What follows belongs to an exercise in optimizing a design on an open flow for small area, a short achievable clock period and few clock cycles per item; a production flow would make more cautious choices. Only simulation tests tie the RTL to the original design; equivalence was not proved.

Design imc, start of the top module:
module imc
  #(parameter INPUT_W = 16,
    parameter OUTPUT_W = 16)
(
    input  logic                   clk,
    input  logic                   rst_n,
    input  logic                   start,
    input  logic [INPUT_W-1:0]     aIn,
    input  logic [INPUT_W-1:0]     bIn,
    input  logic [INPUT_W-1:0]     cIn,
    input  logic [INPUT_W-1:0]     dIn,
    output logic                   ready,
    output logic [OUTPUT_W-1:0]    aOut,
    output logic [OUTPUT_W-1:0]    bOut,
    output logic [OUTPUT_W-1:0]    cOut,
    output logic [OUTPUT_W-1:0]    dOut,
    output logic                   aOut_sign,
    output logic                   bOut_sign,
    output logic                   cOut_sign,
    output logic                   dOut_sign
);
Size: about 2100 cells after synthesis, ~21000 um2 of cells after synthesis.
export LEC_CHECK = 0
export CAP_MARGIN = 20
export CORE_MARGIN = 2
export CORE_UTILIZATION = 60
export SETUP_SLACK_MARGIN = 3
export SLEW_MARGIN = 20
export SYNTH_HIERARCHICAL = 1
create_clock -name core_clock -period 11.0 [get_ports {clk}]
standard.sh (not shown) runs the stock make flow with config.mk's settings and CLKGATE_MAP_FILE= SYNTH_SCRIPT=/design/flow/synth_recipe.tcl, a recipe that flattens the netlist after the stock synthesis.
==> flow/flow/run.sh <==
#!/bin/bash
# The standard layout (the standard.sh, all ORFS steps from synthesis
# to finish), except that buffer_ports puts a buf_2 on every input and
# output port instead of the cell it picks on its own (a slow delay cell,
# clkdlybuf4s50_1). Timing repair still resizes port buffers as it needs.
# make's output goes to flow_make.log; ORFS keeps each step's log under
# orfs/logs.
set -euo pipefail
bash standard.sh "BUFFER_PORTS_ARGS=-buffer_cell sky130_fd_sc_hd__buf_2" finish > flow_make.log 2>&1
The starting point passed the timing, DRC and antenna checks.
Testbench counts at the start, summed over its fixed seeds: cycles 3,200, items 3,200.
Edit:
--- a/flow/design.v
+++ b/flow/design.v
@@ -1127,25 +1127,25 @@
   assign dxv      = {1'b1, dx[15], dx[14], dx[13], dx[12], dx[11], dx[10], dx[9], dx[8], dx[7], dx[6], dx[5], dx[4], dx[3], dx[2], dx[1], dx[0]};
   assign dyv      = {dy[16], dy[15], dy[14], dy[13], dy[12], dy[11], dy[10], dy[9], dy[8], dy[7], dy[6], dy[5], dy[4], dy[3], dy[2], dy[1], ~dy[0]};
   wire [4:0] dl_p = {dx[4], dx[3], dx[2], dx[1], dx[0]} ^ {dy[4], dy[3], dy[2], dy[1], ~dy[0]};
   wire [4:0] dl_g = {dx[4], dx[3], dx[2], dx[1], dx[0]} & {dy[4], dy[3], dy[2], dy[1], ~dy[0]};
   wire dl_G1_0 = dl_g[1] | (dl_p[1] & (dl_g[0] | (dl_p[0] & cp)));
   wire dl_G3_2 = dl_g[3] | (dl_p[3] & dl_g[2]);
   wire dl_P3_2 = dl_p[3] & dl_p[2];
   wire dl_G2_0 = dl_g[2] | (dl_p[2] & dl_G1_0);
   wire dl_G3_0 = dl_G3_2 | (dl_P3_2 & dl_G1_0);
   wire dl_G4_0 = dl_g[4] | (dl_p[4] & dl_G3_0);
   assign diff     = {12'd0, (dl_p[4] ^ dl_G3_0), (dl_p[3] ^ dl_G2_0), (dl_p[2] ^ dl_G1_0), (dl_p[1] ^ (dl_g[0] | (dl_p[0] & cp))), (dl_p[0] ^ cp)};
   logic        c4, ghi, phi;
-  assign c4       = diff[4] ^ dxv[4] ^ dyv[4];
+  assign c4       = dl_G3_0;
   wire [11:0] gh_p = {dxv[15], dxv[14], dxv[13], dxv[12], dxv[11], dxv[10], dxv[9], dxv[8], dxv[7], dxv[6], dxv[5], dxv[4]} | {dyv[15], dyv[14], dyv[13], dyv[12], dyv[11], dyv[10], dyv[9], dyv[8], dyv[7], dyv[6], dyv[5], dyv[4]};
   wire [11:0] gh_g = {dxv[15], dxv[14], dxv[13], dxv[12], dxv[11], dxv[10], dxv[9], dxv[8], dxv[7], dxv[6], dxv[5], dxv[4]} & {dyv[15], dyv[14], dyv[13], dyv[12], dyv[11], dyv[10], dyv[9], dyv[8], dyv[7], dyv[6], dyv[5], dyv[4]};
   wire gh_G2_1 = gh_g[2] | (gh_p[2] & gh_g[1]);
   wire gh_P2_1 = gh_p[2] & gh_p[1];
   wire gh_G2_0 = gh_G2_1 | (gh_P2_1 & gh_g[0]);
   wire gh_G5_4 = gh_g[5] | (gh_p[5] & gh_g[4]);
   wire gh_P5_4 = gh_p[5] & gh_p[4];
   wire gh_G5_3 = gh_G5_4 | (gh_P5_4 & gh_g[3]);
   wire gh_P5_3 = gh_P5_4 & gh_p[3];
   wire gh_G5_0 = gh_G5_3 | (gh_P5_3 & gh_G2_0);
   wire gh_G8_7 = gh_g[8] | (gh_p[8] & gh_g[7]);
   wire gh_P8_7 = gh_p[8] & gh_p[7];
The changed run finished with timing, DRC and antenna clean.
Sequential cell count does not change.
Sequential share of layout area hardly moves.
Worst setup slack is better by 0.21 ns.
First-iteration DRC count fell by 8.9%.
Non-clock buffer count fell by 15.
Testbench counts after the change, summed over its fixed seeds: cycles 3,200, items 3,200.


Setup of trial 45:
Another version of the RTL of imc (not shown whole).
Size: roughly 2,200 cells after synthesis, roughly 45 flip-flops, roughly 140 I/O pins.
==> flow/config.mk <==
export PLATFORM = sky130hd
export DESIGN_NAME = imc
export DESIGN_NICKNAME = imc
export VERILOG_FILES = /design/flow/design.v
export SDC_FILE = /design/flow/constraint.sdc
export NUM_CORES = 4
export LEC_CHECK = 0
export CAP_MARGIN = 20
export CORE_MARGIN = 2
export CORE_UTILIZATION = 60
export SETUP_SLACK_MARGIN = 3
export SLEW_MARGIN = 20
export SYNTH_HIERARCHICAL = 1
==> flow/constraint.sdc <==
create_clock -name core_clock -period 11.0 [get_ports {clk}]
set_input_delay 2.2000 -clock core_clock [delete_from_list [all_inputs] [get_ports {clk}]]
set_output_delay 2.2000 -clock core_clock [all_outputs]
set_load 0.01 [all_outputs]
Scripts as last shown in full above: flow/flow/run.sh
Trial 45: flow completed, timing, DRC and antenna clean
Testbench counts of trial 45, summed over its fixed seeds: cycles 3,200, items 3,200.
The inputs of trial 38 differ from those of trial 45 as listed below.
diff --git a/flow/design.v b/flow/design.v
--- a/flow/design.v
+++ b/flow/design.v
@@ -1053,31 +1053,25 @@
   assign dy = {t978, t976, t975, t970, t969, t964, t961, t960, t955, t954, t951, t948, t945, t942, t939, t936, tcy_bc};
   assign cp = tcy_ad;
   logic [15:0] nA, nB, nC, nD;
   assign nA = -dIn;
   assign nB = -bIn;
   assign nC = -cIn;
   assign nD = -aIn;
   logic [16:0] dxv, dyv, diff;
   logic        det_sign;
   assign dxv      = {1'b1, dx[15], dx[14], dx[13], dx[12], dx[11], dx[10], dx[9], dx[8], dx[7], dx[6], dx[5], dx[4], dx[3], dx[2], dx[1], dx[0]};
   assign dyv      = {dy[16], dy[15], dy[14], dy[13], dy[12], dy[11], dy[10], dy[9], dy[8], dy[7], dy[6], dy[5], dy[4], dy[3], dy[2], dy[1], ~dy[0]};
   assign diff     = dxv + dyv + {16'd0, cp};
-  logic        c4, ghi, phi;
-  logic [12:0] shi;
-  assign c4       = diff[4] ^ dxv[4] ^ dyv[4];
-  assign shi      = {1'b0, dxv[15:4]} + {1'b0, dyv[15:4]};
-  assign ghi      = shi[12];
-  assign phi      = &(dxv[15:4] | dyv[15:4]);
-  assign det_sign = dxv[16] ^ dyv[16] ^ (ghi | (phi & c4));
+  assign det_sign = diff[16];
   logic [16:4] dvw, yvw, pw;
   logic        up0, up1;
   assign dvw = dxv[16:4];
   assign yvw = dyv[16:4];
   assign pw  = dvw ^ yvw;
   assign up0 = (pw[16:5] == (dvw[15:4] | yvw[15:4]));
   assign up1 = (~pw[16:5] == (dvw[15:4] & yvw[15:4]));
   logic        ready_r;
   logic [4:0]  lo_r;        
   logic        up0_r, up1_r, dsign_r;
   logic [7:0]  mA_r, mB_r, mC_r, mD_r;
   logic        sA_r, sB_r, sC_r, sD_r;
Notes after the runs:
Taking trial 45 as the reference point, the horizontal die dimension of trial 38 rises by about 0.4%. Compared with trial 45, in trial 38 overall global routing resource usage higher; critical path depth went down; detailed-route wire length on metal 1 fell 5.9%. Of trial 38 and trial 45, the lower routed wire length belongs to trial 45. The setup slack of trial 38 is smaller than that of trial 45.
Testbench counts of trial 38, summed over its fixed seeds: cycles 3,200, items 3,200.

## separate check: timing with driven ports
In the flow no input, the clock included, has a driving cell. The finished layouts below were timed again as built, in two steps. Step 1 (the two cells are an assumption about what drives the block):
set clk [get_ports {clk}]
set_driving_cell -lib_cell sky130_fd_sc_hd__clkbuf_16 $clk
set_driving_cell -lib_cell sky130_fd_sc_hd__buf_2 [delete_from_list [all_inputs] $clk]
Step 2, shift: input delay + t, output delay - t, t = (earliest + latest rising clock arrival at the registers) / 2. This alone moves slack from input paths to output paths. Three values: no drivers, after step 1, after step 2; two values: the first two.
run | t (ns) | setup slack, ns | slew at the worst register clock pin (ns)
the first run of note 1 | 0.336 | 2.877 / 2.852 / 2.516 | 0.08 / 0.08
the second run of note 1 | 0.328 | 3.083 / 3.052 / 2.724 | 0.06 / 0.06
trial 45 | 0.316 | 3.163 / 3.167 / 2.851 | 0.07 / 0.07
trial 38 | 0.336 | 3.154 / 3.179 / 2.843 | 0.07 / 0.07
After both steps setup and hold are still met in every run listed. The setup slack of the first run of note 1, which loses most, moves by -0.025 ns with the drivers and by -0.361 ns with both steps.
